What follows belongs to an exercise in optimizing a design on an open flow for small area; a production flow would make more cautious choices.
No run shown here included a check of the RTL's function; only the layout flow was run.
No activity file was given, so power comes from the tool's default toggle rates.

$ cat flow/design.v
module uart_rx (
    input  wire        clk,
    input  wire        rst_n,
    input  wire        rx,
    output wire        m_valid,
    output reg  [15:0] m_data
);
    localparam IDLE = 2'b00, START = 2'b01, DATA = 2'b10, STOP = 2'b11;
    reg [1:0] state;
    reg [8:0] c_clocks;
    reg [2:0] c_bits;
    reg       c_words;
    wire c_zero = (c_clocks == 9'd0);
    always @(posedge clk or negedge rst_n) begin
        if (!rst_n) begin
            state    <= IDLE;
            c_clocks <= 9'd0;
            c_bits   <= 3'd0;
            c_words  <= 1'b0;
            m_data   <= 16'd0;
        end else begin
            case (state)
                IDLE: if (!rx) begin
                        state    <= START;
                        c_clocks <= 9'd216;
                    end
                START: if (c_zero) begin
                        state    <= DATA;
                        c_clocks <= 9'd433;
                    end else c_clocks <= c_clocks - 9'd1;
                DATA: if (c_zero) begin
                        c_clocks <= 9'd433;
                        m_data   <= {rx, m_data[15:1]};
                        c_bits   <= c_bits + 3'd1;
                        if (c_bits == 3'd7) begin
                            state   <= STOP;
                            c_words <= !c_words;
                        end
                    end else c_clocks <= c_clocks - 9'd1;
                STOP: if (c_zero) state <= IDLE;
                      else c_clocks <= c_clocks - 9'd1;
            endcase
        end
    end
    assign m_valid = (state == STOP) && (c_clocks == 9'd433) && !c_words;
endmodule
module pwm_9ch (
    input  wire        clk,
    input  wire        rst_n,
    input  wire        rx_valid,
    input  wire [15:0] rx_data,
    output reg  [3:0]  pkt_count,
    output reg  [8:0]  pwm_out
);
    reg [15:0] counter;
    reg [15:0] pend;
    reg [15:0] slot [0:8];
    reg [3:0]  ph;
    reg        f1, f2, ip;
    wire [8:0] phs, qs;
    genvar j;
    generate
        for (j = 0; j < 9; j = j + 1) begin : dec
            assign phs[j] = (ph == j);
            assign qs[j]  = (pkt_count == ((j + 2) % 9));
        end
    endgenerate
    wire inj = ip && |(phs & {qs[0], qs[1], qs[2], qs[3], qs[4], qs[5], qs[6], qs[7], qs[8]});
    always @(posedge clk or negedge rst_n) begin
        if (!rst_n) begin
            counter   <= 16'd0;
            pkt_count <= 4'd0;
            f1        <= 1'b1;
            f2        <= 1'b1;
            ip        <= 1'b0;
        end else begin
            counter <= counter + 16'd1;
            if (rx_valid) begin
                ip <= 1'b1;
                if (pkt_count == 4'd8) begin
                    pkt_count <= 4'd0;
                    f1        <= 1'b0;
                end else begin
                    pkt_count <= pkt_count + 4'd1;
                end
                if (!f1 && pkt_count == 4'd0)
                    f2 <= 1'b0;
            end else if (inj) begin
                ip <= 1'b0;
            end
        end
    end
    always @(posedge clk)
        ph <= (ph == 4'd8) ? 4'd0 : ph + 4'd1;
    always @(posedge clk) begin
        slot[0] <= inj ? pend : slot[8];
        if (inj)
            pend <= rx_data;
    end
    genvar s;
    generate
        for (s = 1; s < 9; s = s + 1) begin : ring
            always @(posedge clk)
                slot[s] <= slot[s - 1];
        end
    endgenerate
    wire [8:0] eq;
    generate
        for (s = 0; s < 9; s = s + 1) begin : cmp
            assign eq[s] = (counter == slot[s]);
        end
    endgenerate
    wire cnt_zero = (counter == 16'd0);
    wire lt_pend  = (counter < pend);
    genvar k;
    generate
        for (k = 0; k < 9; k = k + 1) begin : ch
            wire win = ip && qs[k];
            wire zero;
            if (k == 8) begin : z8
                assign zero = f2;
            end else begin : zk
                assign zero = f1 && (pkt_count < (k + 2));
            end
            wire [8:0] eqr = {eq, eq} >> k;
            wire hit = |(phs & eqr);
            always @(posedge clk or negedge rst_n) begin
                if (!rst_n)
                    pwm_out[k] <= 1'b0;
                else if (win)
                    pwm_out[k] <= !zero && lt_pend;
                else
                    pwm_out[k] <= !zero && (cnt_zero || pwm_out[k]) && !hit;
            end
        end
    endgenerate
endmodule
module sev_seg_decorder(
    input [3:0] digit,
    output reg [6:0] seg
);
    always @(*)begin
        case(digit)
           4'd0: seg  = 7'b1000000;  
            4'd1: seg  = 7'b1111001;  
            4'd2: seg  = 7'b0100100;  
            4'd3: seg  = 7'b0110000;  
            4'd4: seg  = 7'b0011001;  
            4'd5: seg  = 7'b0010010;  
            4'd6: seg  = 7'b0000010;  
            4'd7: seg  = 7'b1111000;  
            4'd8: seg  = 7'b0000000;  
            4'd9: seg  = 7'b0010000;  
            4'd10: seg = 7'b0001000;  
            4'd11: seg = 7'b0000011;  
            4'd12: seg = 7'b1000110;  
            4'd13: seg = 7'b0100001;  
            4'd14: seg = 7'b0000110;  
            4'd15: seg = 7'b0001110;  
            default: seg = 7'b0111111;  
        endcase 
        end
endmodule
module uart_pwm_top (
    input  wire       clk,
    input  wire       rst_n,
    input  wire       uart_rx,
    output wire [8:0] pwm_out,
    output wire [6:0] seg0,
    output wire [6:0] seg1,
    output wire [6:0] seg2,
    output wire [6:0] seg3,
    output wire [3:0] pkt_count
);
    wire        rx_valid;
    wire [15:0] rx_data;
    uart_rx uart_rx_inst (
        .clk(clk), .rst_n(rst_n), .rx(uart_rx),
        .m_data(rx_data), .m_valid(rx_valid)
    );
    pwm_9ch pwm_inst (
        .clk(clk), .rst_n(rst_n),
        .rx_valid(rx_valid), .rx_data(rx_data),
        .pkt_count(pkt_count), .pwm_out(pwm_out)
    );
    sev_seg_decorder seg_inst0 (.digit(rx_data[3:0]),   .seg(seg0));
    sev_seg_decorder seg_inst1 (.digit(rx_data[7:4]),   .seg(seg1));
    sev_seg_decorder seg_inst2 (.digit(rx_data[11:8]),  .seg(seg2));
    sev_seg_decorder seg_inst3 (.digit(rx_data[15:12]), .seg(seg3));
endmodule
$ cat flow/run.sh
#!/bin/bash
# synth_recipe.tcl (not shown) runs the flow's synth.tcl, then flattens the netlist and writes it again
# the make line also repeats each setting of config.mk as NAME=value (left out here)
make -C /OpenROAD-flow-scripts/flow DESIGN_CONFIG=/design/flow/config.mk WORK_HOME=/design/flow/orfs CLKGATE_MAP_FILE= SYNTH_SCRIPT=/design/flow/synth_recipe.tcl finish
$ cat flow/config.mk
export PLATFORM = sky130hd
export DESIGN_NAME = uart_pwm_top
export DESIGN_NICKNAME = uart_pwm_top
export VERILOG_FILES = /design/flow/design.v
export SDC_FILE = /design/flow/constraint.sdc
export NUM_CORES = 4
export LEC_CHECK = 0
export CAP_MARGIN = 20
export CORE_MARGIN = 2
export CORE_UTILIZATION = 40
export SLEW_MARGIN = 20
$ cat flow/constraint.sdc
create_clock -name core_clock -period 20.0 [get_ports {clk}]
set_input_delay 4.0000 -clock core_clock [delete_from_list [all_inputs] [get_ports {clk}]]
set_output_delay 4.0000 -clock core_clock [all_outputs]
set_load 0.01 [all_outputs]
==> results of run 1 <==
[cells in the mapped netlist (5+ instances only)]
master,number
buf_2,24
edfxtp_1,16
nor4_2,9
a21o_1,9
a22o_1,13
dfrtp_1,61
nand2b_1,5
o22a_1,5
dfxtp_1,148
ha_1,59
a22oi_1,5
xnor2_1,158
o211ai_1,5
inv_1,47
nor2_1,51
a31oi_1,13
a32o_1,5
mux2_2,30
a32oi_1,11
o21ai_0,35
and2_1,6
mux2i_1,19
clkbuf_1,22
a21oi_1,30
nand4_1,43
a221oi_1,5
nor3_1,11
nand3_1,24
nand2_1,47
nor2b_1,8
[metrics by stage]
step	instances	hold WS (ns)	cell area (um^2)
3_5_place_dp	1321	0.3550	11210
2_1_floorplan	998	0.3499	10630
6_report	1368	0.3594	12050
5_1_grt	1367	0.3630	12050
4_1_cts	1367	0.3581	12050
3_3_place_gp	1321	0.3530	11210
[layout by cell type (no fill, tap or decap), drive strengths merged, types with 4 or more instances in the layout]
master         netlist  layout
mux2i               19      19
a32o                 5       5
xnor2              158     158
nor2b                8       8
a21oi               30      30
dfrtp               61      61
clkbuf              24      36
nor3                11      11
a31oi               13      13
nor4                12      12
a22oi                5       5
and3                 4       4
inv                 47      50
mux4                 4       4
edfxtp              16      16
dfxtp              148     148
nor2                51      51
o22a                 5       5
clkdlybuf4s50        0      42
or3b                 5       5
a32oi               11      11
nand3               24      24
o211ai               5       5
buf                 36       6
a22o                13      13
nand2b               5       5
clkinv               0       4
and2                 6       6
ha                  59      59
o21ai               36      36
nand4               43      43
a21o                 9       9
mux2                30      30
a221oi               5       5
nand2               48      48
a211oi               4       4
[critical path, cell delays in order (launching register included)]
cell and delay (ns):
dfrtp_1 0.45, inv_1 0.17, ha_1 0.26, nor2b_1 0.08, or3b_2 0.45, o21ai_0 0.16
clkdlybuf4s50_1 0.61
[routing by layer]
layer | vias up | track usage, % | wire length [um]
met3 | 45 | 2.353 | 879
met2 | 149 | 27.61 | 10640
li1 | 3526 | - | -
met5 | - | 0 | 0
met4 | 0 | 4.835 | 697
met1 | 3412 | 24.95 | 11590
[cell families after synthesis]
logic type	Yosys count
flops	227
simple gates	230
fa+ha+maj	59
mux	53
compound gates	161
xor+xnor	161
buf+inv	107
[registers in the layout (all words and copies together), names as in the netlist, 2 cells and up]
name                   flops
pwm_inst.pend             16
pwm_inst.counter          16
pwm_inst.pwm_out           9
pwm_inst.slot            144
pwm_inst.pkt_count         4
uart_rx_inst.m_data       16
uart_rx_inst.c_clocks      9
pwm_inst.ph                4
uart_rx_inst.state         2
uart_rx_inst.c_bits        3
[path summary, 6_finish.rpt]
kind | to | slack [ns] | cells past startpoint
min in group asynchronous | pwm_inst.pwm_out[5] | 3.65 | 2
setup reg to reg | pwm_inst.pend[2] | 15.89 | 7
setup / recovery | seg3[0] | 13.31 | 6
hold reg to reg | pwm_inst.slot[2][13] | 0.36 | 0
max in group asynchronous | uart_rx_inst.m_data[5] | 15.76 | 2
hold / removal | pwm_inst.slot[2][13] | 0.36 | 0
[power by group]
group	internal (mW)	leakage (nW)	switching (mW)
Combinational	0.00114	2.08	0.00300
Clock	0.282	0.411	0.183
Sequential	0.459	2.09	0.000498
Total	0.742	4.58	0.186
[cell type report]
type | instances | area (um^2)
Antenna cell | 1 | 2.502
Clock buffer | 36 | 696.9
Clock inverter | 10 | 136.4
Fill cell | 2395 | 14010
Inverter | 47 | 176.4
Multi-Input combinational cell | 664 | 5132
Sequential cell | 227 | 5022
Tap cell | 335 | 419.2
Timing Repair Buffer | 48 | 462.9
==> results_dict.tcl, run 1 <==
set metrics [dict create \
    status "timing/DRC/antenna clean" \
    io_buffers 43 \
    start_kind "flip-flop" \
    hold_class "reg2reg" \
    muxShareOfSynthArea_pct 5.812 \
    synth_fp_nets 1060 \
    yosysWarnings 4 \
    fin_nets 1075 \
    cts-resized-gates 0 \
    num_vias 7132 \
    cts.sinks 227 \
    numCtsBuffers 25 \
    cts_root_buffer "clkbuf_16" \
    cp_data_required_time_ns 16.00 \
    grt_overflow 0 \
    pre_cts_ws_ns 13.84 \
    yosys.area_share.adder_pct 6.942 \
    worstMarginPinSlew_ns 1.110 \
    power.leakage_nw 4.585 \
    finalHoldViolCount 0 \
    setup_violations 0 \
    ctsHoldBuffers 0 \
    synth_compound_area_share_pct 10.42 \
    crit_type "reg2out" \
    die_area_um2 27910 \
    routed_wl_um 23800 \
    ys_top_cells_by_area "dfxtp_1 28%, dfrtp_1 14%, xnor2_1 13%, ha_1 6.9%, edfxtp_1 4.5%" \
    antenna_found_initial 1 \
    drc 0 \
    yosys.area_share.xor_xnor_pct 13.26 \
    hpwl_um 16810 \
    drv_cap 0 \
    max_slew_margin_pct 25.38 \
    synth_enable_flop_cells 16 \
    drive_gt1_share_pct 9.593 \
    cts.reportedPaths.clkPinSlew_ns 0.06 \
    syn_avg_cell_area_um2 10.66 \
    cts_tree "done" \
    timing.rr.start "pwm_inst.ph[2]" \
    grt_pass1_vias 7287 \
    post_cts.repair.setup_buffers 0 \
    synth.top_cell.area_share_pct 27.86 \
    track_usage_pct 17.41 \
    place_congestion 0.8263 \
    clk_latency_ns 0.52 \
    tns_ns 0 \
    die_w_um 167.1 \
    max_freq_mhz 149.5 \
    ys_seq_area_share_pct 47.23 \
    finalWorstSetupSlack_ns 13.31 \
    fin_skew_ns 0.01029 \
    synth_top_area_cell "dfxtp_1" \
    post_drt_wl_per_cell_um 17.40 \
    synthArstFlopShare_pct 27.75 \
    period_share_pct 33.44 \
    synth-simple-area-share_pct 11.82 \
    firstDrtPassIters 5 \
    syn_to_final_growth_pct 13.31 \
    htreeDepth 1 \
    period_minus_slack_ns 6.688 \
    synth_area_um2 10630 \
    grt_pass1_wl_um 39360 \
    slew_viol_final 0 \
    min_from "pwm_inst.slot[1][13]" \
    start_util_pct 40.81 \
    viasPerCell 5.213 \
    endpoint_kind "output pin" \
    crit_path_start "uart_rx_inst.m_data[13]" \
    rsz0062_at_grt "no" \
    syn-instance-count 998 \
    grt_max_degree 64 \
    synth_seq_cells 227 \
    powerDensity_nw_per_um2 77.03 \
    detail-route-antenna-nets 0 \
    core_um2 26060 \
    worst_ep_arrival_time_ns 2.69 \
    vdd_drop_max_uv 59.35 \
    fin_util_pct 46.24 \
    critPathMaxFanout 7 \
    synth_ff_type "dfxtp_1" \
    rows 59 \
    fp.dieH_um 167.1 \
    synthDistinctLibCells 65 \
    total_power_mw 0.9282 \
    drt_first_iter_violations 574 \
    cts_buffer_depth 3 \
    pin_count 44 \
    synth_top_family_by_area "XOR/XNOR gates" \
]
==> inputs of run 2 (changes only) <==
--- a/flow/design.v
+++ b/flow/design.v
@@ -138,26 +138,12 @@
 module sev_seg_decorder(
-    input [3:0] digit,
-    output reg [6:0] seg
+    input  [3:0] digit,
+    output [6:0] seg
 );
-    always @(*)begin
-        case(digit)
-           4'd0: seg  = 7'b1000000;  
-            4'd1: seg  = 7'b1111001;  
-            4'd2: seg  = 7'b0100100;  
-            4'd3: seg  = 7'b0110000;  
-            4'd4: seg  = 7'b0011001;  
-            4'd5: seg  = 7'b0010010;  
-            4'd6: seg  = 7'b0000010;  
-            4'd7: seg  = 7'b1111000;  
-            4'd8: seg  = 7'b0000000;  
-            4'd9: seg  = 7'b0010000;  
-            4'd10: seg = 7'b0001000;  
-            4'd11: seg = 7'b0000011;  
-            4'd12: seg = 7'b1000110;  
-            4'd13: seg = 7'b0100001;  
-            4'd14: seg = 7'b0000110;  
-            4'd15: seg = 7'b0001110;  
-            default: seg = 7'b0111111;  
-        endcase 
-        end
+  assign seg[0] = (~digit[3]&~digit[2]&~digit[1]&digit[0]) | (~digit[3]&digit[2]&~digit[1]&~digit[0]) | (digit[3]&digit[2]&~digit[1]&digit[0]) | (digit[3]&~digit[2]&digit[1]&digit[0]);
+  assign seg[1] = (~digit[3]&digit[2]&~digit[1]&digit[0]) | (digit[3]&digit[2]&~digit[0]) | (digit[2]&digit[1]&~digit[0]) | (digit[3]&digit[1]&digit[0]);
+  assign seg[2] = (digit[3]&digit[2]&digit[1]) | (~digit[3]&~digit[2]&digit[1]&~digit[0]) | (digit[3]&digit[2]&~digit[0]);
+  assign seg[3] = (~digit[3]&~digit[2]&~digit[1]&digit[0]) | (~digit[3]&digit[2]&~digit[1]&~digit[0]) | (digit[3]&~digit[2]&digit[1]&~digit[0]) | (digit[2]&digit[1]&digit[0]);
+  assign seg[4] = (~digit[3]&digit[0]) | (~digit[2]&~digit[1]&digit[0]) | (~digit[3]&digit[2]&~digit[1]);
+  assign seg[5] = (~digit[3]&~digit[2]&digit[0]) | (~digit[3]&~digit[2]&digit[1]) | (digit[3]&digit[2]&~digit[1]&digit[0]) | (~digit[3]&digit[1]&digit[0]);
+  assign seg[6] = (~digit[3]&~digit[2]&~digit[1]) | (digit[3]&digit[2]&~digit[1]&~digit[0]) | (~digit[3]&digit[2]&digit[1]&digit[0]);
 endmodule
==> run 2 against run 1 <==
Against the previous run: still clean; global-route usage is 0.36 points lower; clock power is 4.3% higher; maximum frequency is 4.2% higher; non-clock buffer count is 2 lower; sequential share of layout area is 0.36 points higher; count of clock-buffer cells in the layout is 4 lower; critical endpoint unchanged; largest cell class is now flip-flops and latches; largest power group unchanged; highest routed layer unchanged.
==> results_dict.tcl, run 2 <==
set metrics [dict create \
    total_power_mw 0.9487 \
    p_sw_share_pct 20.33 \
    period_minus_slack_ns 6.419 \
    power.leakage_nw 4.646 \
    ys_top_cells_by_area "dfxtp_1 28%, dfrtp_1 14%, xnor2_1 12%, edfxtp_1 4.5%, ha_1 4.0%" \
    min_from "pwm_inst.slot[0][11]" \
    worstMarginPinSlew_ns 0.9464 \
    syn_to_final_growth_pct 12.48 \
    io_buffers 43 \
    syn-instance-count 1027 \
    drc 0 \
    max_freq_mhz 155.8 \
    synth_enable_flop_cells 16 \
    placed_cell_area_um2 11050 \
    fin_util_pct 45.84 \
    drv_cap 0 \
    endpoint_kind "output pin" \
    cp_data_required_time_ns 16.00 \
    viasPerCell 5.241 \
    yosysMostFrequentCell "dfxtp_1" \
    critPathMaxFanout 16 \
    core_um2 26060 \
    place_congestion 0.8700 \
    final_common_cell "dfxtp_1" \
    ctsHoldBuffers 0 \
    power_frac_clock_pct 51.1 \
    final_cell_mix "148 x dfxtp_1, 141 x xnor2_1, 67 x nand2_1, 61 x dfrtp_1, 60 x o21ai_0" \
    powerDensity_nw_per_um2 79.42 \
    finalWorstSetupSlack_ns 13.58 \
    routed_wl_um 23710 \
    synth.top_cell.area_share_pct 27.90 \
    max_slew_margin_pct 36.75 \
    yosys.area_share.adder_pct 4.006 \
    fin_area_um2 11950 \
    vdd_drop_max_uv 54.35 \
    synth_area_um2 10620 \
    synth_compound_area_share_pct 12.51 \
    synth_fp_nets 1064 \
    start_kind "flip-flop" \
    ys_seq_area_share_pct 47.29 \
    largest_register "pwm_inst.slot" \
    pre_cts_ws_ns 14.15 \
    cts_root_buffer "clkbuf_16" \
    hold_class "reg2reg" \
    synthDistinctLibCells 73 \
    htreeDepth 1 \
    synthArstFlopShare_pct 27.75 \
    synth_top_area_cell "dfxtp_1" \
    hpwl_um 16590 \
    pwr-share-comb_pct 0.5 \
    fp.dieH_um 166.9 \
    p_int_mw 0.7558 \
    tns_ns 0 \
    cts_tree "done" \
    pin_count 44 \
    fin_nets 1070 \
    grt_pass1_wl_um 38540 \
    track_usage_pct 17.05 \
    synth_top_family_by_area "XOR/XNOR gates" \
    reg2regPathDepth 7 \
    worst_ep_arrival_time_ns 2.42 \
    antenna_found_initial 0 \
    pwr-share-seq_pct 48.4 \
    grt_pass1_vias 7204 \
    clk_latency_ns 0.54 \
    die_w_um 166.9 \
    status "timing/DRC/antenna clean" \
    num_vias 7269 \
    yosysWarnings 3 \
    post_drt_wl_per_cell_um 17.09 \
    drive_gt1_share_pct 9.324 \
    grt_overflow 0 \
    crit_path_start "uart_rx_inst.m_data[15]" \
    cts.sinks 227 \
    synth_ff_type "dfxtp_1" \
    holdPathStages 0 \
    firstDrtPassIters 5 \
    die_area_um2 27870 \
    synthTopCellsByCount "148 x dfxtp_1, 141 x xnor2_1, 67 x nand2_1" \
    slew_viol_final 0 \
    numCtsBuffers 25 \
    cts_buffer_depth 3 \
    p_sw_mw 0.1929 \
    synth_seq_cells 227 \
    cts.reportedPaths.clkPinSlew_ns 0.06 \
    fin_skew_ns 0.02725 \
    n_fill_cell 2463 \
    detail-route-antenna-nets 0 \
    timing.rr.start "pwm_inst.ph[2]" \
    period_share_pct 32.10 \
    rows 59 \
    drt_first_iter_violations 542 \
    cts-resized-gates 0 \
    finalHoldViolCount 0 \
    rsz0062_at_grt "no" \
    synth-simple-area-share_pct 12.81 \
    largest_reg_flops 144 \
    yosys.area_share.xor_xnor_pct 13.90 \
    syn_avg_cell_area_um2 10.34 \
    start_util_pct 40.75 \
    setup_violations 0 \
    crit_type "reg2out" \
    muxShareOfSynthArea_pct 3.770 \
    grt_max_degree 64 \
    post_cts.repair.setup_buffers 0 \
]
## run 2: cell families after synthesis
logic type / Yosys count
and+or+nand+nor: 246
DFF: 227
AOI/OAI and AO/OA: 207
xor gates and xnor gates: 166
buffers and inverters: 114
muxes: 33
adders and majority gates: 34
## run 2: path summary, 6_finish.rpt
check                           slack [ns]                   end
worst min register to register        0.34  pwm_inst.slot[1][11]
worst max-delay path                 13.58               seg3[0]
min in group asynchronous             3.66   pwm_inst.pwm_out[1]
max in group asynchronous            15.76  pwm_inst.counter[15]
worst min-delay path                  0.34  pwm_inst.slot[1][11]
worst max register to register       16.81  pwm_inst.slot[0][15]
## run 2: area by class of cell
cell class	count	area [um^2]	area share, %
sequential	227	5022	42.04
multi-input combinational	686	4992	41.79
antenna	1	2.502	0.02095
clock inverter	13	163.9	1.372
clock buffer	32	723.2	6.054
tap	335	419.2	3.509
timing repair buffer	46	445.4	3.729
inverter	47	176.4	1.477
## run 2: critical path, stage by stage, from the launching register on
cell and delay [ns]:
dfrtp_1 0.62, inv_1 0.14, or3_1 0.36, o21ai_0 0.09, a22o_1 0.16, clkdlybuf4s50_1 0.53
## run 2: metal layers
metal  vias up  track usage [%]  wire length [um]
li1       3588                -                 -
met1      3443            23.94             11310
met2       193            27.21             10810
met3        45            2.258               962
met4         0            5.622               623
met5         -                0                 0
## run 2: power groups by stage
stage / logic, mW / registers [mW] / clock network, mW
5_1_grt: 0.00534 / 0.459 / 0.512
4_1_cts: 0.00475 / 0.459 / 0.492
6_report: 0.00448 / 0.459 / 0.485
3_5_place_dp: 0.00474 / 0.469 / 0
2_1_floorplan: 0.00111 / 0.468 / 0
3_3_place_gp: 0.00471 / 0.469 / 0
## run 2: per-stage QoR
| step | instances | hold WS, ns |
|---|---|---|
| 3_5_place_dp | 1340 | 0.3537 |
| 4_1_cts | 1385 | 0.3387 |
| 2_1_floorplan | 1027 | 0.3487 |
| 3_3_place_gp | 1340 | 0.3516 |
| 5_1_grt | 1386 | 0.3498 |
| 6_report | 1387 | 0.3383 |
==> inputs of run 3 (changes only) <==
--- a/flow/config.mk
+++ b/flow/config.mk
@@ -10,2 +10,3 @@
 export CORE_UTILIZATION = 40
+export CTS_BUF_LIST = sky130_fd_sc_hd__clkbuf_2
 export SLEW_MARGIN = 20
==> run 3 against run 2 <==
Against the previous run: still clean on timing, DRC and antenna; maximum frequency fell by 4.8%; non-clock buffer count did not move; worst setup slack got worse by 0.33 ns; sequential power barely moved; count of clock-buffer cells in the layout rose by 57; via count rose by 3.0%; hold slack got worse by 0.057 ns; wire length rose by 0.53%; sequential cell count did not move; utilization fell by 1.4 points; clock power fell by 36%; global-route usage rose by 0.27 points; largest power group is now sequential cells.
==> results_dict.tcl, run 3 <==
set metrics [dict create \
    period_share_pct 33.72 \
    io_buffers 43 \
    synthTopCellsByCount "148 x dfxtp_1, 141 x xnor2_1, 67 x nand2_1" \
    drive_gt1_share_pct 13.42 \
    synth_fp_nets 1064 \
    finalWorstSetupSlack_ns 13.26 \
    holdWs_ns 0.2815 \
    synth_ff_type "dfxtp_1" \
    tns_ns 0 \
    max_slew_margin_pct 35.09 \
    hold_class "reg2reg" \
    synthArstFlopShare_pct 27.75 \
    ctsHoldBuffers 0 \
    worst_ep_arrival_time_ns 2.74 \
    reg2regPathDepth 7 \
    track_usage_pct 17.32 \
    rows 59 \
    viasPerCell 5.176 \
    muxShareOfSynthArea_pct 3.770 \
    num_vias 7485 \
    die_w_um 166.9 \
    die_area_um2 27870 \
    final_common_cell "dfxtp_1" \
    endpoint_kind "output pin" \
    ys_top_cells_by_area "dfxtp_1 28%, dfrtp_1 14%, xnor2_1 12%, edfxtp_1 4.5%, ha_1 4.0%" \
    period_minus_slack_ns 6.745 \
    fp.dieH_um 166.9 \
    yosys.area_share.adder_pct 4.006 \
    synth_top_family_by_area "XOR/XNOR gates" \
    yosysWarnings 3 \
    synth_top_area_cell "dfxtp_1" \
    grt_pass1_vias 7467 \
    cts_tree "done" \
    grt_pass1_wl_um 38940 \
    slew_viol_final 0 \
    synth_area_um2 10620 \
    status "timing/DRC/antenna clean" \
    pre_cts_ws_ns 14.15 \
    post_drt_wl_per_cell_um 16.48 \
    critPathMaxFanout 16 \
    start_kind "flip-flop" \
    vdd_drop_max_uv 40.02 \
    clk_latency_ns 0.90 \
    largest_register "pwm_inst.slot" \
    setup_violations 0 \
    cp_data_required_time_ns 16.00 \
    cts_root_buffer "clkbuf_2" \
    n_fill_cell 2545 \
    cts-resized-gates 0 \
    ys_seq_area_share_pct 47.29 \
    antenna_found_initial 1 \
    post_cts.repair.setup_buffers 0 \
    firstDrtPassIters 5 \
    grt_overflow 0 \
    cts_buffer_depth 3 \
    drt_first_iter_violations 517 \
    core_um2 26060 \
    synth_enable_flop_cells 16 \
    cts.sinks 227 \
    yosysMostFrequentCell "dfxtp_1" \
    final_cell_mix "148 x dfxtp_1, 141 x xnor2_1, 89 x clkbuf_2, 67 x nand2_1, 61 x dfrtp_1" \
    grt_max_degree 64 \
    finalHoldViolCount 0 \
    max_freq_mhz 148.3 \
    largest_reg_flops 144 \
    rsz0062_at_grt "no" \
    worstMarginPinSlew_ns 0.9713 \
    holdPathStages 0 \
    htreeDepth 2 \
    synth_compound_area_share_pct 12.51 \
    synth_seq_cells 227 \
    detail-route-antenna-nets 0 \
    place_congestion 0.8700 \
    drc 0 \
    pin_count 44 \
    fin_skew_ns 0.1008 \
    crit_type "reg2out" \
    start_util_pct 40.75 \
    fin_nets 1101 \
    syn_avg_cell_area_um2 10.34 \
    cts.reportedPaths.clkPinSlew_ns 0.12 \
    powerDensity_nw_per_um2 66.83 \
    synth.top_cell.area_share_pct 27.90 \
    routed_wl_um 23840 \
    power.leakage_nw 4.615 \
    synthDistinctLibCells 73 \
    synth-simple-area-share_pct 12.81 \
    drv_cap 0 \
    syn_to_final_growth_pct 9.095 \
    hpwl_um 16590 \
    numCtsBuffers 56 \
    yosys.area_share.xor_xnor_pct 13.90 \
    syn-instance-count 1027 \
]
## run 3: changes by cell type in the layout (fill, tap and decap cells not counted)
cell	previous run	this run
clkbuf_16	26	0
clkbuf_1	1	0
clkinv_2	5	3
bufinv_16	3	0
inv_16	1	0
clkinv_8	0	1
clkinv_1	0	9
inv_4	2	0
clkinvlp_4	1	0
clkbuf_8	5	0
clkbuf_2	0	89
inv_6	0	1
## run 3: critical path: stages (launching register included)
cell	delay [ns]
dfrtp_1	0.64
inv_1	0.13
or3_1	0.35
o21ai_0	0.08
a22o_1	0.15
clkdlybuf4s50_1	0.52
## run 3: worst paths after layout
kind / slack, ns / endpoint / startpoint
setup reg to reg: 16.80 / pwm_inst.slot[0][15] / pwm_inst.ph[2]
max in group asynchronous: 16.05 / uart_rx_inst.m_data[13] / rst_n
setup / recovery: 13.26 / seg0[0] / uart_rx_inst.m_data[3]
hold reg to reg: 0.28 / pwm_inst.slot[3][11] / pwm_inst.slot[2][11]
min in group asynchronous: 3.31 / pwm_inst.pwm_out[1] / rst_n
hold / removal: 0.28 / pwm_inst.slot[3][11] / pwm_inst.slot[2][11]
## run 3: where the power goes
group,leakage [nW],internal [mW],switching (mW)
clock,0.411,0.121,0.190
sequential,2.11,0.458,0.000418
combinational,2.10,0.00116,0.00331
## run 3: kinds of logic after synthesis
group | after synthesis
XOR/XNOR | 166
multiplexers | 33
adder cells (fa/ha/maj) | 34
flip-flops | 227
buffers and inverters | 114
AND/OR/NAND/NOR | 246
AO/OA/AOI/OAI | 207
## run 3: layout make-up
type | instances | area [um^2] | share of cell area, %
antenna | 1 | 2.502 | 0.02160
clock buffer | 89 | 445.4 | 3.844
clock inverter | 15 | 82.58 | 0.7127
inverter | 47 | 176.4 | 1.523
multi-input combinational | 686 | 4992 | 43.09
sequential | 227 | 5022 | 43.35
tap | 335 | 419.2 | 3.618
timing repair buffer | 46 | 445.4 | 3.844
## run 3: through the flow
step	util [%]	cells	power [mW]	cell area (um^2)
after detailed placement	42.41	1340	0.4734	11050
after global routing	44.46	1446	0.8110	11590
final	44.46	1446	0.7743	11590
after global placement	42.41	1340	0.4733	11050
after floorplan	-	1027	0.4695	10620
after CTS	44.43	1444	0.7854	11580
## run 3: per-layer routing
metal / vias up / wire length, um / track usage, %
li1: 3689 / - / -
met1: 3532 / 11320 / 23.51
met2: 216 / 10900 / 27.25
met3: 48 / 1010 / 3.279
met4: 0 / 602 / 6.972
met5: - / 0 / 0
==> inputs of run 4 (changes only) <==
==> flow/flow/run.sh (new file) <==
#!/bin/bash
# Layout flow: the standard flow (standard.sh), with two changes.
#  1. Synthesis runs ORFS's own scripts, except that ABC maps for area
#     (flow/abc_area.script in place of abc_speed.script) and Yosys's
#     adder extraction is off (ADDER_MAP_FILE empty), so ABC sees all the
#     logic. Registers are mapped before ABC, exactly as in the standard
#     synthesis.
#  2. Ports are buffered with sky130_fd_sc_hd__buf_1.
# Each step's full output goes to its own log file in this folder.
set -euo pipefail
W=$(pwd)

mkdir -p "$W/scripts_area"
for f in "$FLOW_HOME"/scripts/*; do
  ln -sf "$f" "$W/scripts_area/"
done
rm -f "$W/scripts_area/abc_speed.script"
cp "$W/flow/abc_area.script" "$W/scripts_area/abc_speed.script"

bash standard.sh "SCRIPTS_DIR=$W/scripts_area" "ADDER_MAP_FILE=" synth > "$W/synth.log" 2>&1

bash standard.sh "BUFFER_PORTS_ARGS=-buffer_cell sky130_fd_sc_hd__buf_1" finish > "$W/layout.log" 2>&1
==> flow/flow/abc_area.script (new file) <==
&get -n
&st
&dch
&nf -a -R 1000
&put
topo
dnsize
==> flow/standard.sh (new file) <==
#!/bin/bash
# synth_recipe.tcl (not shown) runs the flow's synth.tcl, then flattens the netlist and writes it again
# the make line also repeats each setting of config.mk as NAME=value (left out here)
make -C /OpenROAD-flow-scripts/flow DESIGN_CONFIG=/design/flow/config.mk WORK_HOME=/design/flow/orfs CLKGATE_MAP_FILE= SYNTH_SCRIPT=/design/flow/synth_recipe.tcl "${@:-finish}"
--- a/flow/config.mk
+++ b/flow/config.mk
@@ -10,3 +10,2 @@
 export CORE_UTILIZATION = 40
-export CTS_BUF_LIST = sky130_fd_sc_hd__clkbuf_2
 export SLEW_MARGIN = 20
removed: flow/run.sh
==> run 4 against run 3 <==
Against the previous run: count of clock-buffer cells in the layout decreased by 52; wire length decreased by 14%; area after synthesis fell by 12%; critical endpoint is now seg3[3]; global-route usage decreased by 0.37 points; highest routed layer unchanged; synthesized cell count decreased by 12%; sequential cell count did not move; via count is 8.9% lower; still clean on timing, DRC and antenna.
==> results_dict.tcl, run 4 <==
set metrics [dict create \
    drv_cap 0 \
    n_fill_cell 2153 \
    rsz0062_at_grt "no" \
    numCtsBuffers 24 \
    routed_wl_um 20600 \
    max_slew_margin_pct 19.74 \
    max_freq_mhz 164.2 \
    fin_cells 1317 \
    track_usage_pct 16.95 \
    finalHoldViolCount 0 \
    cts.sinks 227 \
    slew_viol_final 0 \
    crit_type "reg2out" \
    fin_skew_ns 0.006409 \
    fp.dieH_um 156.7 \
    cpPeakStageDelay_ns 0.53 \
    htreeDepth 1 \
    worstMarginPinSlew_ns 1.195 \
    antenna-diode-count 0 \
    synth_enable_flop_cells 16 \
    start_util_pct 40.97 \
    io_buffers 43 \
    syn-instance-count 904 \
    setup_violations 0 \
    die_area_um2 24570 \
    num_vias 6817 \
    ys_top_cells_by_area "dfxtp_1 32%, dfrtp_1 16%, xnor2_1 11%, edfxtp_1 5.1%, xor2_1 5.1%" \
    drc 0 \
    synth_top_family_by_area "XOR/XNOR gates" \
    cts_tree "done" \
    grt_pass1_vias 6432 \
    placed_cell_area_um2 9987 \
    tns_ns 0 \
    place_congestion 0.8368 \
    synthTopCellsByCount "148 x dfxtp_1, 122 x xnor2_1, 109 x nand2_1" \
    ctsHoldBuffers 0 \
    grt_max_degree 64 \
    power.leakage_nw 4.366 \
    synth.top_cell.area_share_pct 31.75 \
    cts_buffer_depth 3 \
    synth_area_um2 9333 \
    post_cts.repair.setup_buffers 0 \
    cts.reportedPaths.clkPinSlew_ns 0.06 \
    syn_to_final_growth_pct 16.61 \
    viasPerCell 5.176 \
    period_minus_slack_ns 6.090 \
    rows 55 \
    powerDensity_nw_per_um2 86.77 \
    status "timing/DRC/antenna clean" \
    synthDistinctLibCells 48 \
    synth_ff_type "dfxtp_1" \
    yosys.area_share.xor_xnor_pct 16.52 \
    syn_avg_cell_area_um2 10.32 \
    yosysMostFrequentCell "dfxtp_1" \
    critPathMaxFanout 12 \
    yosysWarnings 3 \
    drive_gt1_share_pct 5.777 \
    synthArstFlopShare_pct 27.75 \
    period_share_pct 30.45 \
    largest_reg_flops 144 \
    hold_class "reg2reg" \
    cts_root_buffer "clkbuf_16" \
    grt_pass1_wl_um 33270 \
    vdd_drop_max_uv 48.54 \
    antenna_found_initial 0 \
    firstDrtPassIters 5 \
    ys_seq_area_share_pct 53.81 \
    core_um2 22780 \
    post_drt_wl_per_cell_um 15.64 \
    cts-resized-gates 0 \
    total_power_mw 0.9443 \
    endpoint_kind "output pin" \
    holdPathStages 0 \
    grt_overflow 0 \
    synth_top_area_cell "dfxtp_1" \
    synth_fp_nets 907 \
    drt_first_iter_violations 430 \
    crit_slowest_cell "dfrtp_1" \
    largest_register "pwm_inst.slot" \
    fin_nets 989 \
    holdWs_ns 0.3604 \
    yosys.area_share.adder_pct 0.1073 \
    worst_ep_arrival_time_ns 2.09 \
    synth_seq_cells 227 \
    clk_latency_ns 0.51 \
    pin_count 44 \
    synth_compound_area_share_pct 10.44 \
    synth-simple-area-share_pct 16.22 \
    crit_path_cell_trace "or3b_1, nor2b_1, a21o_1, o311ai_0, buf_1" \
    hpwl_um 14150 \
    fin_area_um2 10880 \
    detail-route-antenna-nets 0 \
    die_w_um 156.7 \
    start_kind "flip-flop" \
    final_common_cell "dfxtp_1" \
    final_cell_mix "148 x dfxtp_1, 122 x xnor2_1, 109 x nand2_1, 61 x dfrtp_1, 60 x nor2_1" \
    muxShareOfSynthArea_pct 2.172 \
    dp_cells 1273 \
    reg2regPathDepth 9 \
    cp_data_required_time_ns 16.00 \
]
-- run 4: changes by cell type after synthesis, sizes merged, moves of 11 or more --
cell    previous run  this run
a21oi             48        30
nor2              39        61
buf               42         0
ha                34         0
xnor2            144       122
mux2              29        18
o21ai             64        39
inv               47         0
nand2             67       109
xor2              22        54
clkbuf            25         0
clkinv             0        18
-- run 4: critical path, delay by kind of cell (launching register included) --
family | cells | cell delay, ns
AOI/OAI and AO/OA | 2 | 0.27
buffers and inverters | 1 | 0.19
DFF | 1 | 0.53
and+or+nand+nor | 2 | 0.59
-- run 4: through the flow --
stage / util (%) / worst slack [ns]
after floorplan: - / 14.68
after global placement: 43.85 / 14.50
after detailed placement: 43.85 / 14.44
after CTS: 47.78 / 13.88
after global routing: 47.78 / 13.75
final: 47.78 / 13.91
-- run 4: kinds of logic after synthesis --
family          after synthesis
compound gates              147
xor+xnor                    176
fa+ha+maj                     1
buf+inv                      18
flops                       227
mux                          18
simple gates                317
-- run 4: layout make-up --
| type | count | area [um^2] | area share, % |
|---|---|---|---|
| Timing Repair Buffer | 56 | 260.3 | 2.391 |
| Tap cell | 313 | 391.6 | 3.599 |
| Clock buffer | 37 | 805.8 | 7.404 |
| Clock inverter | 7 | 90.09 | 0.8278 |
| Multi-Input combinational cell | 659 | 4245 | 39.01 |
| Inverter | 18 | 67.56 | 0.6208 |
| Sequential cell | 227 | 5022 | 46.15 |
-- run 4: path summary, 6_finish.rpt --
| check | slack (ns) | start | to |
|---|---|---|---|
| hold reg to reg | 0.36 | pwm_inst.slot[1][5] | pwm_inst.slot[2][5] |
| min in group asynchronous | 3.66 | rst_n | pwm_inst.pwm_out[4] |
| setup / recovery | 13.91 | uart_rx_inst.m_data[14] | seg3[3] |
| hold / removal | 0.36 | pwm_inst.slot[1][5] | pwm_inst.slot[2][5] |
| setup reg to reg | 16.72 | pwm_inst.counter[13] | pwm_inst.pwm_out[1] |
| max in group asynchronous | 15.78 | rst_n | pwm_inst.counter[0] |
-- run 4: power by group --
part	leakage (nW)	switching (mW)	internal, mW
logic	1.78	0.00265	0.000245
registers	2.14	0	0.459
clock network	0.445	0.179	0.304
-- run 4: metal layers --
layer,vias to the layer above,routed length [um],global-route usage [%]
met4,0,365,4.675
met1,3258,9793,23.89
met2,134,9561,27.11
met5,-,0,0
met3,28,879,2.603
li1,3397,-,-
==> inputs of run 5 (changes only) <==
--- a/flow/flow/run.sh
+++ b/flow/flow/run.sh
@@ -21,2 +21,3 @@
 
-bash standard.sh "BUFFER_PORTS_ARGS=-buffer_cell sky130_fd_sc_hd__buf_1" finish > "$W/layout.log" 2>&1
+bash standard.sh "BUFFER_PORTS_ARGS=-buffer_cell sky130_fd_sc_hd__buf_1" \
+  "CTS_ARGS=-sink_clustering_enable -repair_clock_nets -buf_list sky130_fd_sc_hd__clkbuf_4 -dont_use_dummy_load" finish > "$W/layout.log" 2>&1
==> run 5 against run 4 <==
Against the previous run: still clean on timing, DRC and antenna; sequential power hardly changed; global-route usage up 0.15 points; cell area is 4.2% lower; non-clock buffer count did not move; die area unchanged; largest cell class unchanged.
==> results_dict.tcl, run 5 <==
set metrics [dict create \
    status "timing/DRC/antenna clean" \
    syn_avg_cell_area_um2 10.32 \
    hpwl_um 14150 \
    total_power_mw 0.7469 \
    use_met1_pct 23.23 \
    slew_viol_final 0 \
    vdd_drop_max_uv 37.82 \
    syn_to_final_growth_pct 11.70 \
    cpPeakStageDelay_ns 0.52 \
    num_vias 6920 \
    placed_cell_area_um2 9987 \
    fin_skew_ns 0.09220 \
    r2r-end "pwm_inst.pwm_out[5]" \
    routed_wl_um 20520 \
    ctsHoldBuffers 0 \
    period_minus_slack_ns 6.239 \
    synth_area_um2 9333 \
    synth_fp_nets 907 \
    antenna_found_initial 1 \
    start_kind "flip-flop" \
    holdPathStages 0 \
    crit_slowest_cell "dfrtp_1" \
    start_util_pct 40.97 \
    ys_top_cells_by_area "dfxtp_1 32%, dfrtp_1 16%, xnor2_1 11%, edfxtp_1 5.1%, xor2_1 5.1%" \
    post_cts.repair.setup_buffers 0 \
    drive_gt1_share_pct 7.367 \
    die_area_um2 24570 \
    final_cell_mix "148 x dfxtp_1, 122 x xnor2_1, 109 x nand2_1, 61 x dfrtp_1, 60 x nor2_1" \
    cts-resized-gates 0 \
    use_met3_pct 3.572 \
    cts.sinks 227 \
    holdWs_ns 0.2855 \
    drc 0 \
    synth_ff_type "dfxtp_1" \
    grt_max_degree 64 \
    endpoint_kind "output pin" \
    numCtsBuffers 58 \
    max_slew_margin_pct 23.04 \
    yosysMostFrequentCell "dfxtp_1" \
    place_congestion 0.8368 \
    period_share_pct 31.20 \
    die_w_um 156.7 \
    worst_ep_arrival_time_ns 2.24 \
    crit_family "simple AND/OR/NAND/NOR gates" \
    cts_buffer_depth 3 \
    clk_latency_ns 0.69 \
    hold_class "reg2reg" \
    crit_type "reg2out" \
    firstDrtPassIters 5 \
    detail-route-antenna-nets 0 \
    ys_seq_area_share_pct 53.81 \
    final_common_cell "dfxtp_1" \
    synth_enable_flop_cells 16 \
    critPathMaxFanout 12 \
    drt_first_iter_violations 406 \
    fin_nets 1023 \
    regArea_um2 5022 \
    powerDensity_nw_per_um2 71.65 \
    htreeDepth 2 \
    tns_ns 0 \
    post_drt_wl_per_cell_um 15.41 \
    cp_num_buf_inv 1 \
    cts_root_buffer "clkbuf_4" \
    finalHoldViolCount 0 \
    max_freq_mhz 160.3 \
    synth_seq_cells 227 \
    power.leakage_nw 4.187 \
    viasPerCell 5.195 \
    cts.reportedPaths.clkPinSlew_ns 0.06 \
    crit_path_start "uart_rx_inst.m_data[14]" \
    min_from "pwm_inst.slot[0][0]" \
    synthDistinctLibCells 48 \
    setup_violations 0 \
    cts_tree "done" \
    reg2regPathDepth 9 \
    r2r_setup_slack_ns 16.71 \
    grt_pass1_vias 6640 \
    n_fill_cell 2227 \
    grt_pass1_wl_um 33300 \
    crit_path_cell_trace "or3b_1, nor2b_1, a21o_1, o311ai_0, buf_1" \
    io_buffers 43 \
    worstMarginPinSlew_ns 1.146 \
    grt_busiest_layer "met2" \
    synth_top_area_cell "dfxtp_1" \
    holdPathEnd "pwm_inst.slot[1][0]" \
    largest_reg_flops 144 \
    timing.rr.start "pwm_inst.counter[13]" \
    cp_data_required_time_ns 16.00 \
    multi_input_area_um2 4245 \
    synthTopCellsByCount "148 x dfxtp_1, 122 x xnor2_1, 109 x nand2_1" \
    rows 55 \
    syn-instance-count 904 \
    gr-usage-met2_pct 27.07 \
    synthArstFlopShare_pct 27.75 \
    grt_overflow 0 \
    drv_cap 0 \
    rsz0062_at_grt "no" \
    core_um2 22780 \
    pin_count 44 \
    track_usage_pct 17.10 \
    synth.top_cell.area_share_pct 31.75 \
    fin_area_um2 10430 \
    largest_register "pwm_inst.slot" \
    yosysWarnings 3 \
    fp.dieH_um 156.7 \
]
run 5: logic make-up after synthesis:
| logic type | after synthesis | share of synthesized area, % |
|---|---|---|
| xor+xnor | 176 | 16.52 |
| mux | 18 | 2.172 |
| buf+inv | 18 | 0.7239 |
| simple gates | 317 | 16.22 |
| fa+ha+maj | 1 | 0.1073 |
| flops | 227 | 53.81 |
| compound gates | 147 | 10.44 |
run 5: power by group:
| group | switching (mW) | internal (mW) |
|---|---|---|
| Clock | 0.155 | 0.130 |
| Combinational | 0.00268 | 0.000245 |
| Sequential | 0 | 0.459 |
| Total | 0.157 | 0.590 |
run 5: area by class of cell:
| cell class | count | area share [%] |
|---|---|---|
| tap | 313 | 3.757 |
| sequential | 227 | 48.18 |
| multi-input combinational | 659 | 40.72 |
| antenna | 1 | 0.02400 |
| inverter | 18 | 0.6481 |
| clock buffer | 58 | 4.177 |
| timing repair buffer | 56 | 2.496 |
run 5: how the worst max path moves through the flow:
stage / end / slack, ns / depth (start not counted)
after floorplan: seg1[3] / 14.68 / 4
after global placement: seg0[3] / 14.50 / 5
after detailed placement: seg3[3] / 14.44 / 5
after CTS: seg3[3] / 13.69 / 5
after global routing: seg3[3] / 13.58 / 5
final: seg3[3] / 13.76 / 5
run 5: per-layer routing:
| layer | up-vias | wire length, um |
|---|---|---|
| met2 | 157 | 9506 |
| met1 | 3266 | 9611 |
| li1 | 3461 | - |
| met4 | 0 | 433 |
| met5 | - | 0 |
| met3 | 36 | 970 |
run 5: per-stage QoR:
| step | setup WS [ns] | utilization [%] | instances |
|---|---|---|---|
| finish | 13.76 | 45.77 | 1332 |
| global route | 13.58 | 45.77 | 1332 |
| CTS | 13.69 | 45.76 | 1331 |
| detailed placement | 14.44 | 43.85 | 1273 |
| global placement | 14.50 | 43.85 | 1273 |
| floorplan | 14.68 | - | 904 |
==> inputs of run 6 (changes only) <==
--- a/flow/flow/run.sh
+++ b/flow/flow/run.sh
@@ -22,2 +22,2 @@
 bash standard.sh "BUFFER_PORTS_ARGS=-buffer_cell sky130_fd_sc_hd__buf_1" \
-  "CTS_ARGS=-sink_clustering_enable -repair_clock_nets -buf_list sky130_fd_sc_hd__clkbuf_4 -dont_use_dummy_load" finish > "$W/layout.log" 2>&1
+  "CTS_ARGS=-sink_clustering_enable -repair_clock_nets -buf_list sky130_fd_sc_hd__clkbuf_2 -dont_use_dummy_load" finish > "$W/layout.log" 2>&1
==> run 6 against run 5 <==
Against the previous run: utilization fell by 0.64 points; synthesized cell count did not move; cell area down 1.4%; global-route usage about the same; non-clock buffer count did not move; count of clock-buffer cells in the layout is the same; register-to-register slack lost 0.07 ns; first-iteration DRC count shrank 3.0%; largest power group unchanged.
==> results_dict.tcl, run 6 <==
set metrics [dict create \
    final_common_cell "dfxtp_1" \
    cts_root_buffer "clkbuf_2" \
    worstMarginPinSlew_ns 1.195 \
    critPathMaxFanout 12 \
    fp.dieH_um 156.7 \
    powerDensity_nw_per_um2 67.32 \
    max_slew_margin_pct 19.72 \
    syn_avg_cell_area_um2 10.32 \
    n_fill_cell 2241 \
    hold_class "reg2reg" \
    numCtsBuffers 58 \
    pin_count 44 \
    finalHoldViolCount 0 \
    slew_viol_final 0 \
    viasPerCell 5.171 \
    fin_skew_ns 0.1439 \
    tns_ns 0 \
    grt_overflow 0 \
    synthDistinctLibCells 48 \
    status "timing/DRC/antenna clean" \
    synth_ff_type "dfxtp_1" \
    synth_top_area_cell "dfxtp_1" \
    fin_nets 1023 \
    htreeDepth 2 \
    cts.reportedPaths.clkPinSlew_ns 0.08 \
    synthTopCellsByCount "148 x dfxtp_1, 122 x xnor2_1, 109 x nand2_1" \
    grt_pass1_vias 6628 \
    core_um2 22780 \
    grt_max_degree 64 \
    vdd_drop_max_uv 35.08 \
    cts_tree "done" \
    crit_type "reg2out" \
    largest_reg_flops 144 \
    power.leakage_nw 4.161 \
    period_share_pct 32.08 \
    track_usage_pct 17.09 \
    setup_violations 0 \
    clk_latency_ns 0.85 \
    multi_input_area_um2 4245 \
    synth_enable_flop_cells 16 \
    yosysWarnings 3 \
    synth_area_um2 9333 \
    detail-route-antenna-nets 0 \
    place_congestion 0.8368 \
    synth_fp_nets 907 \
    final_cell_mix "148 x dfxtp_1, 122 x xnor2_1, 109 x nand2_1, 61 x dfrtp_1, 60 x nor2_1" \
    drc 0 \
    regArea_um2 5022 \
    synthArstFlopShare_pct 27.75 \
    synth.top_cell.area_share_pct 31.75 \
    firstDrtPassIters 5 \
    period_minus_slack_ns 6.417 \
    start_util_pct 40.97 \
    post_drt_wl_per_cell_um 15.39 \
    synth_seq_cells 227 \
    endpoint_kind "output pin" \
    worst_ep_arrival_time_ns 2.42 \
    yosysMostFrequentCell "dfxtp_1" \
    cts-resized-gates 0 \
    cts.sinks 227 \
    total_power_mw 0.6920 \
    rsz0062_at_grt "no" \
    routed_wl_um 20510 \
    cts_buffer_depth 3 \
    die_w_um 156.7 \
    grt_pass1_wl_um 33250 \
    hpwl_um 14150 \
    start_kind "flip-flop" \
    reg2regPathDepth 9 \
    post_cts.repair.setup_buffers 0 \
    syn-instance-count 904 \
    num_vias 6888 \
    ys_seq_area_share_pct 53.81 \
    io_buffers 43 \
    die_area_um2 24570 \
    max_freq_mhz 155.8 \
    drv_cap 0 \
    antenna_found_initial 1 \
    drive_gt1_share_pct 7.367 \
    largest_register "pwm_inst.slot" \
    holdPathStages 0 \
    drt_first_iter_violations 394 \
    ys_top_cells_by_area "dfxtp_1 32%, dfrtp_1 16%, xnor2_1 11%, edfxtp_1 5.1%, xor2_1 5.1%" \
    rows 55 \
    holdWs_ns 0.2447 \
    syn_to_final_growth_pct 10.15 \
    cp_data_required_time_ns 16.00 \
    ctsHoldBuffers 0 \
]
## run 6: cell count changes in the layout (fill, tap and decap cells not counted)
cell,change
clkbuf_2,+58
clkbuf_4,-58
## run 6: power by group
| part | total (mW) | switching [mW] | internal [mW] |
|---|---|---|---|
| combinational | 0.00292 | 0.00267 | 0.000245 |
| sequential | 0.458 | 0 | 0.458 |
| clock | 0.231 | 0.156 | 0.0751 |
## run 6: metrics by stage
step	area [um^2]	std cells	setup slack, ns	utilization (%)
after floorplan	9333	904	14.68	-
after global placement	9987	1273	14.50	43.85
after detailed placement	9987	1273	14.44	43.85
after CTS	10280	1331	13.50	45.12
after global routing	10280	1332	13.39	45.13
final	10280	1332	13.58	45.13
## run 6: layout make-up
class	instances	share of cell area, %
Antenna cell	1	0.02434
Clock buffer	58	2.824
Inverter	18	0.6573
Multi-Input combinational cell	659	41.30
Sequential cell	227	48.86
Tap cell	313	3.810
Timing Repair Buffer	56	2.532
## run 6: per-layer routing
metal / vias up / wire (um) / track usage (%)
met4: 0 / 424 / 5.985
met1: 3246 / 9683 / 23.19
li1: 3460 / - / -
met3: 36 / 908 / 3.572
met2: 146 / 9489 / 27.07
met5: - / 0 / 0
## run 6: worst paths after layout
path	end	slack [ns]	startpoint
max reg2reg	pwm_inst.pwm_out[5]	16.64	pwm_inst.counter[13]
max in group asynchronous	pwm_inst.counter[0]	15.98	rst_n
min in group asynchronous	pwm_inst.counter[1]	3.36	rst_n
min	pwm_inst.slot[1][0]	0.24	pwm_inst.slot[0][0]
min reg2reg	pwm_inst.slot[1][0]	0.24	pwm_inst.slot[0][0]
max	seg3[3]	13.58	uart_rx_inst.m_data[14]
## run 6: cell families after synthesis
group	share of synthesized area, %
AO/OA/AOI/OAI	10.44
flip-flops	53.81
buffers and inverters	0.7239
adder cells (fa/ha/maj)	0.1073
XOR/XNOR	16.52
multiplexers	2.172
AND/OR/NAND/NOR	16.22
## run 6: worst max-delay path, cell delays in order (launching register included)
cell and delay, ns:
dfrtp_1 0.53, or3b_1 0.42, nor2b_1 0.17, a21o_1 0.19, o311ai_0 0.08, buf_1 0.19
==> inputs of run 7 (changes only) <==
--- a/flow/design.v
+++ b/flow/design.v
@@ -7,7 +7,6 @@
 );
-    localparam IDLE = 2'b00, START = 2'b01, DATA = 2'b10, STOP = 2'b11;
-    reg [1:0] state;
+    reg [3:0] phase;
     reg [8:0] c_clocks;
-    reg [2:0] c_bits;
     reg       c_words;
+    wire idle   = (phase == 4'b0001);
     wire c_zero = (c_clocks == 9'd0);
@@ -15,32 +14,25 @@
         if (!rst_n) begin
-            state    <= IDLE;
-            c_clocks <= 9'd0;
-            c_bits   <= 3'd0;
-            c_words  <= 1'b0;
-            m_data   <= 16'd0;
-        end else begin
-            case (state)
-                IDLE: if (!rx) begin
-                        state    <= START;
-                        c_clocks <= 9'd216;
-                    end
-                START: if (c_zero) begin
-                        state    <= DATA;
-                        c_clocks <= 9'd433;
-                    end else c_clocks <= c_clocks - 9'd1;
-                DATA: if (c_zero) begin
-                        c_clocks <= 9'd433;
-                        m_data   <= {rx, m_data[15:1]};
-                        c_bits   <= c_bits + 3'd1;
-                        if (c_bits == 3'd7) begin
-                            state   <= STOP;
-                            c_words <= !c_words;
-                        end
-                    end else c_clocks <= c_clocks - 9'd1;
-                STOP: if (c_zero) state <= IDLE;
-                      else c_clocks <= c_clocks - 9'd1;
-            endcase
+            phase   <= 4'b0001;
+            c_words <= 1'b0;
+            m_data  <= 16'd0;
+        end else if (idle) begin
+            if (!rx)
+                phase <= 4'b0111;
+        end else if (c_zero) begin
+            phase <= phase + 4'd1;
+            if (phase[3])
+                m_data <= {rx, m_data[15:1]};
+            if (phase == 4'b1111)
+                c_words <= !c_words;
         end
     end
-    assign m_valid = (state == STOP) && (c_clocks == 9'd433) && !c_words;
+    always @(posedge clk) begin
+        if (idle)
+            c_clocks <= 9'd216;
+        else if (c_zero)
+            c_clocks <= 9'd433;
+        else
+            c_clocks <= c_clocks - 9'd1;
+    end
+    assign m_valid = (phase == 4'b0000) && (c_clocks == 9'd433) && !c_words;
 endmodule
--- a/flow/flow/run.sh
+++ b/flow/flow/run.sh
@@ -22,2 +22,2 @@
 bash standard.sh "BUFFER_PORTS_ARGS=-buffer_cell sky130_fd_sc_hd__buf_1" \
-  "CTS_ARGS=-sink_clustering_enable -repair_clock_nets -buf_list sky130_fd_sc_hd__clkbuf_2 -dont_use_dummy_load" finish > "$W/layout.log" 2>&1
+  "CTS_ARGS=-sink_clustering_enable -repair_clock_nets -buf_list sky130_fd_sc_hd__clkbuf_8 -dont_use_dummy_load -sink_clustering_size 20 -sink_clustering_max_diameter 80" finish > "$W/layout.log" 2>&1
==> run 7 against run 6 <==
Against the previous run: sequential share of layout area is 0.38 points higher; cell count is 6.1% lower; clock power shrank 13%; critical endpoint is now seg1[3]; largest cell class unchanged.
==> results_dict.tcl, run 7 <==
set metrics [dict create \
    hold_class "reg2reg" \
    synth_area_um2 9208 \
    rows 55 \
    pin_count 44 \
    start_kind "flip-flop" \
    antenna-diode-count 0 \
    status "timing/DRC/antenna clean" \
    drive_gt1_share_pct 3.727 \
    dp_cells 1236 \
    drv_cap 0 \
    grt_pass1_vias 6272 \
    cts_root_buffer "clkbuf_8" \
    powerDensity_nw_per_um2 65.56 \
    yosysMostFrequentCell "dfxtp_1" \
    synth_fp_nets 894 \
    pwr-share-seq_pct 69.2 \
    max_slew_margin_pct 42.90 \
    synthArstFlopShare_pct 23.45 \
    viasPerCell 5.191 \
    synthDistinctLibCells 47 \
    drt_first_iter_violations 416 \
    fin_nets 971 \
    post_cts.repair.setup_buffers 0 \
    period_minus_slack_ns 6.092 \
    cts_tree "done" \
    worst_ep_arrival_time_ns 2.09 \
    routed_wl_um 19640 \
    grt_pass1_wl_um 32710 \
    critPathMaxFanout 12 \
    synth_enable_flop_cells 16 \
    antenna_found_initial 0 \
    setup_violations 0 \
    hpwl_um 13730 \
    ctsHoldBuffers 0 \
    start_util_pct 40.67 \
    fp.dieH_um 155.7 \
    final_cell_mix "157 x dfxtp_1, 136 x xnor2_1, 109 x nand2_1, 58 x nor2_1, 50 x dfrtp_1" \
    synthTopCellsByCount "157 x dfxtp_1, 136 x xnor2_1, 109 x nand2_1" \
    max_freq_mhz 164.2 \
    power_frac_clock_pct 30.4 \
    drc 0 \
    largest_reg_flops 144 \
    firstDrtPassIters 5 \
    period_share_pct 30.46 \
    p_sw_mw 0.1345 \
    synth.top_cell.area_share_pct 34.14 \
    synth_seq_cells 226 \
    pwr-share-comb_pct 0.5 \
    crit_type "reg2out" \
    cts.reportedPaths.clkPinSlew_ns 0.11 \
    syn_avg_cell_area_um2 10.33 \
    io_buffers 43 \
    syn_to_final_growth_pct 9.268 \
    clk_latency_ns 0.51 \
    slew_viol_final 0 \
    fin_cells 1251 \
    tns_ns 0 \
    place_congestion 0.8358 \
    fin_skew_ns 0.06510 \
    die_area_um2 24250 \
    endpoint_kind "output pin" \
    synth_top_area_cell "dfxtp_1" \
    cp_data_required_time_ns 16.00 \
    power.leakage_nw 3.872 \
    cts.sinks 226 \
    core_um2 22640 \
    finalHoldViolCount 0 \
    rsz0062_at_grt "no" \
    p_sw_share_pct 20.39 \
    grt_max_degree 54 \
    num_vias 6494 \
    die_w_um 155.7 \
    cts-resized-gates 0 \
    detail-route-antenna-nets 0 \
    grt_overflow 0 \
    track_usage_pct 16.54 \
    numCtsBuffers 15 \
    vdd_drop_max_uv 32.09 \
    cts_buffer_depth 3 \
    worstMarginPinSlew_ns 0.8512 \
    final_common_cell "dfxtp_1" \
    htreeDepth 1 \
    post_drt_wl_per_cell_um 15.70 \
    ys_top_cells_by_area "dfxtp_1 34%, dfrtp_1 14%, xnor2_1 13%, edfxtp_1 5.2%, nand2_1 4.4%" \
    ys_seq_area_share_pct 53.80 \
    p_int_mw 0.5250 \
    yosysWarnings 3 \
    synth_ff_type "dfxtp_1" \
    largest_register "pwm_inst.slot" \
    syn-instance-count 891 \
]
-- run 7: cell types whose count changed after synthesis, sizes merged, moves of 4 or more --
cell   previous run  this run
dfrtp            61        50
a221o             4         0
xnor2           122       136
xor2             54        38
dfxtp           148       157
a22oi            10        14
nor3             20        12
a31oi             7        12
-- run 7: layout make-up --
cell class	instances	area [um^2]
Inverter	16	60.06
Timing Repair Buffer	60	290.3
Sequential cell	226	4954
Fill cell	2104	12580
Multi-Input combinational cell	649	4194
Clock buffer	15	206.4
Tap cell	285	356.6
-- run 7: layer usage --
layer | part of all wire (%) | vias up | global-route usage [%]
met5 | 0 | - | 0
met2 | 45 | 124 | 26.40
met3 | 3.5 | 26 | 1.611
met4 | 1.7 | 0 | 4.325
li1 | - | 3306 | -
met1 | 50 | 3038 | 24.15
-- run 7: through the flow --
step / cell area, um^2 / hold WS (ns) / power [mW] / setup slack (ns) / util (%)
after floorplan: 9208 / 0.3487 / 0.4666 / 14.68 / -
after global placement: 9854 / 0.3522 / 0.4694 / 14.48 / 43.53
after detailed placement: 9854 / 0.3542 / 0.4694 / 14.44 / 43.53
after CTS: 10060 / 0.3612 / 0.6679 / 13.86 / 44.44
after global routing: 10060 / 0.3565 / 0.6821 / 13.75 / 44.44
final: 10060 / 0.3579 / 0.6596 / 13.91 / 44.44
-- run 7: critical path, cell delays in order (launching register included) --
cell and delay, ns:
dfrtp_1 0.55, or3b_1 0.42, nor2b_1 0.16, a21o_1 0.18, o311ai_0 0.08, buf_1 0.19
-- run 7: path summary, 6_finish.rpt --
check,depth (start not counted),slack [ns],start,end
setup / recovery,5,13.91,uart_rx_inst.m_data[6],seg1[3]
hold / removal,0,0.36,pwm_inst.slot[1][13],pwm_inst.slot[2][13]
setup reg to reg,9,16.90,pwm_inst.ph[0],pwm_inst.pend[9]
hold reg to reg,0,0.36,pwm_inst.slot[1][13],pwm_inst.slot[2][13]
max in group asynchronous,2,15.84,rst_n,pwm_inst.pwm_out[7]
min in group asynchronous,2,3.62,rst_n,pwm_inst.pkt_count[2]
-- run 7: cells by family (layout without fill, tap and decap cells) --
logic type,after synthesis,in the layout,synth area share [%]
muxes,21,21,2.541
xor gates and xnor gates,174,174,16.55
and+or+nand+nor,313,313,16.43
buffers and inverters,16,91,0.6523
AOI/OAI and AO/OA,141,141,10.03
DFF,226,226,53.80
-- run 7: power groups by stage --
stage               Combinational (mW)  Clock, mW  Sequential, mW
detailed placement             0.00324          0           0.466
CTS                            0.00324      0.208           0.456
global route                   0.00361      0.222           0.457
finish                         0.00302      0.200           0.456
global placement               0.00320          0           0.466
floorplan                     0.000387          0           0.466
==> inputs of run 8 (changes only) <==
--- a/flow/flow/run.sh
+++ b/flow/flow/run.sh
@@ -22,2 +22,2 @@
 bash standard.sh "BUFFER_PORTS_ARGS=-buffer_cell sky130_fd_sc_hd__buf_1" \
-  "CTS_ARGS=-sink_clustering_enable -repair_clock_nets -buf_list sky130_fd_sc_hd__clkbuf_8 -dont_use_dummy_load -sink_clustering_size 20 -sink_clustering_max_diameter 80" finish > "$W/layout.log" 2>&1
+  "CTS_ARGS=-sink_clustering_enable -repair_clock_nets -buf_list sky130_fd_sc_hd__clkbuf_4 -dont_use_dummy_load -sink_clustering_size 10 -sink_clustering_max_diameter 60" finish > "$W/layout.log" 2>&1
==> run 8 against run 7 <==
Against the previous run: still clean; cell count is 0.96% higher; critical path depth stayed put; area after synthesis stayed put; wire length is 0.86% higher; total power is 0.89% lower; count of clock-buffer cells in the layout is 11 higher; largest power group unchanged; highest routed layer unchanged.
==> results_dict.tcl, run 8 <==
set metrics [dict create \
    cts_tree "done" \
    r2r_setup_slack_ns 16.90 \
    drt_first_iter_violations 465 \
    vdd_drop_max_uv 35.07 \
    num_vias 6648 \
    yosysMostFrequentCell "dfxtp_1" \
    min_from "pwm_inst.slot[1][13]" \
    cts-resized-gates 0 \
    powerDensity_nw_per_um2 65.03 \
    status "timing/DRC/antenna clean" \
    hold_class "reg2reg" \
    rows 55 \
    pwr-share-seq_pct 69.8 \
    die_area_um2 24250 \
    grt_overflow 0 \
    slew_viol_final 0 \
    synth_top_area_cell "dfxtp_1" \
    total_power_mw 0.6537 \
    crit_type "reg2out" \
    final_common_cell "dfxtp_1" \
    synthTopCellsByCount "157 x dfxtp_1, 136 x xnor2_1, 109 x nand2_1" \
    placed_cell_area_um2 9854 \
    rsz0062_at_grt "no" \
    endpoint_kind "output pin" \
    critPathMaxFanout 12 \
    die_w_um 155.7 \
    viasPerCell 5.264 \
    tns_ns 0 \
    place_congestion 0.8358 \
    worst_ep_arrival_time_ns 2.23 \
    numCtsBuffers 26 \
    htreeDepth 1 \
    fin_nets 982 \
    timing.rr.start "pwm_inst.ph[0]" \
    start_kind "flip-flop" \
    syn_to_final_growth_pct 9.172 \
    holdWs_ns 0.3440 \
    synth_enable_flop_cells 16 \
    syn-instance-count 891 \
    worstMarginPinSlew_ns 0.8484 \
    power_frac_clock_pct 29.8 \
    fin_area_um2 10050 \
    drive_gt1_share_pct 4.811 \
    clk_latency_ns 0.65 \
    io_buffers 43 \
    grt_max_degree 54 \
    reg2regPathDepth 9 \
    power.leakage_nw 3.883 \
    p_int_mw 0.5162 \
    yosysWarnings 3 \
    max_freq_mhz 160.5 \
    routed_wl_um 19810 \
    cts.reportedPaths.clkPinSlew_ns 0.10 \
    synth_fp_nets 894 \
    grt_pass1_vias 6378 \
    start_util_pct 40.67 \
    finalHoldViolCount 0 \
    antenna_found_initial 1 \
    synth_area_um2 9208 \
    final_cell_mix "157 x dfxtp_1, 136 x xnor2_1, 109 x nand2_1, 58 x nor2_1, 50 x dfrtp_1" \
    synth_ff_type "dfxtp_1" \
    period_share_pct 31.15 \
    finalWorstSetupSlack_ns 13.77 \
    synthDistinctLibCells 47 \
    drc 0 \
    ys_top_cells_by_area "dfxtp_1 34%, dfrtp_1 14%, xnor2_1 13%, edfxtp_1 5.2%, nand2_1 4.4%" \
    p_sw_share_pct 21.03 \
    largest_register "pwm_inst.slot" \
    setup_violations 0 \
    fp.dieH_um 155.7 \
    p_sw_mw 0.1375 \
    holdPathStages 0 \
    cts_buffer_depth 3 \
    max_slew_margin_pct 43.09 \
    r2r-end "pwm_inst.pend[10]" \
    cts_root_buffer "clkbuf_4" \
    ys_seq_area_share_pct 53.80 \
    synth.top_cell.area_share_pct 34.14 \
    fin_skew_ns 0.05237 \
    post_cts.repair.setup_buffers 0 \
    synthArstFlopShare_pct 23.45 \
    pwr-share-comb_pct 0.5 \
    core_um2 22640 \
    hpwl_um 13730 \
    synth_seq_cells 226 \
    firstDrtPassIters 5 \
    pin_count 44 \
    holdPathEnd "pwm_inst.slot[2][13]" \
    cts.sinks 226 \
    detail-route-antenna-nets 0 \
    track_usage_pct 16.66 \
    ctsHoldBuffers 0 \
    post_drt_wl_per_cell_um 15.68 \
    period_minus_slack_ns 6.229 \
    cp_data_required_time_ns 16.00 \
    pre_cts_ws_ns 14.44 \
    largest_reg_flops 144 \
    syn_avg_cell_area_um2 10.33 \
    drv_cap 0 \
    grt_pass1_wl_um 32910 \
]
[run 8: worst max-delay path: stages, from the launching register on]
cell      delay (ns)
dfrtp_1         0.55
or3b_1          0.42
nor2b_1         0.16
a21o_1          0.18
o311ai_0        0.08
buf_1           0.19
[run 8: how the worst max path moves through the flow]
stage | from | endpoint | slack, ns | cells after the start
finish | uart_rx_inst.m_data[6] | seg1[3] | 13.77 | 5
global route | uart_rx_inst.m_data[6] | seg1[3] | 13.60 | 5
CTS | uart_rx_inst.m_data[6] | seg1[3] | 13.70 | 5
detailed placement | uart_rx_inst.m_data[6] | seg1[3] | 14.44 | 5
global placement | uart_rx_inst.m_data[14] | seg3[3] | 14.48 | 5
floorplan | uart_rx_inst.m_data[5] | seg1[3] | 14.68 | 4
[run 8: final cells by class]
cell class / count / area [um^2]
antenna: 1 / 2.502
fill: 2108 / 12590
sequential: 226 / 4954
timing repair buffer: 60 / 290.3
clock buffer: 26 / 195.2
inverter: 16 / 60.06
multi-input combinational: 649 / 4194
tap: 285 / 356.6
[run 8: cell families after synthesis]
logic type | Yosys count | synth area share (%)
compound gates | 141 | 10.03
xor+xnor | 174 | 16.55
buf+inv | 16 | 0.6523
flops | 226 | 53.80
mux | 21 | 2.541
simple gates | 313 | 16.43
[run 8: through the flow]
stage | instances | util [%]
detailed placement | 1236 | 43.53
floorplan | 891 | -
global placement | 1236 | 43.53
CTS | 1262 | 44.39
finish | 1263 | 44.40
global route | 1263 | 44.40
[run 8: power groups by stage]
stage | sequential [mW] | clock (mW) | combinational, mW
global placement | 0.466 | 0 | 0.00320
CTS | 0.456 | 0.204 | 0.00324
finish | 0.456 | 0.195 | 0.00300
floorplan | 0.466 | 0 | 0.000387
global route | 0.456 | 0.219 | 0.00361
detailed placement | 0.466 | 0 | 0.00324
[run 8: routing by layer]
metal | global-route usage (%) | vias to the layer above | part of all wire, %
li1 | - | 3342 | -
met2 | 26.36 | 152 | 45
met1 | 23.95 | 3123 | 49
met5 | 0 | - | 0
met4 | 4.718 | 0 | 1.7
met3 | 2.306 | 31 | 4.3

Re-timed with assumed drivers on the ports (clkbuf_16 on the clock, buf_2 on other inputs), run 8 has 13.733 ns of setup slack against 13.771 ns with ideal ports, and 14.398 ns once port delays also move by the mid clock arrival of 0.665 ns.
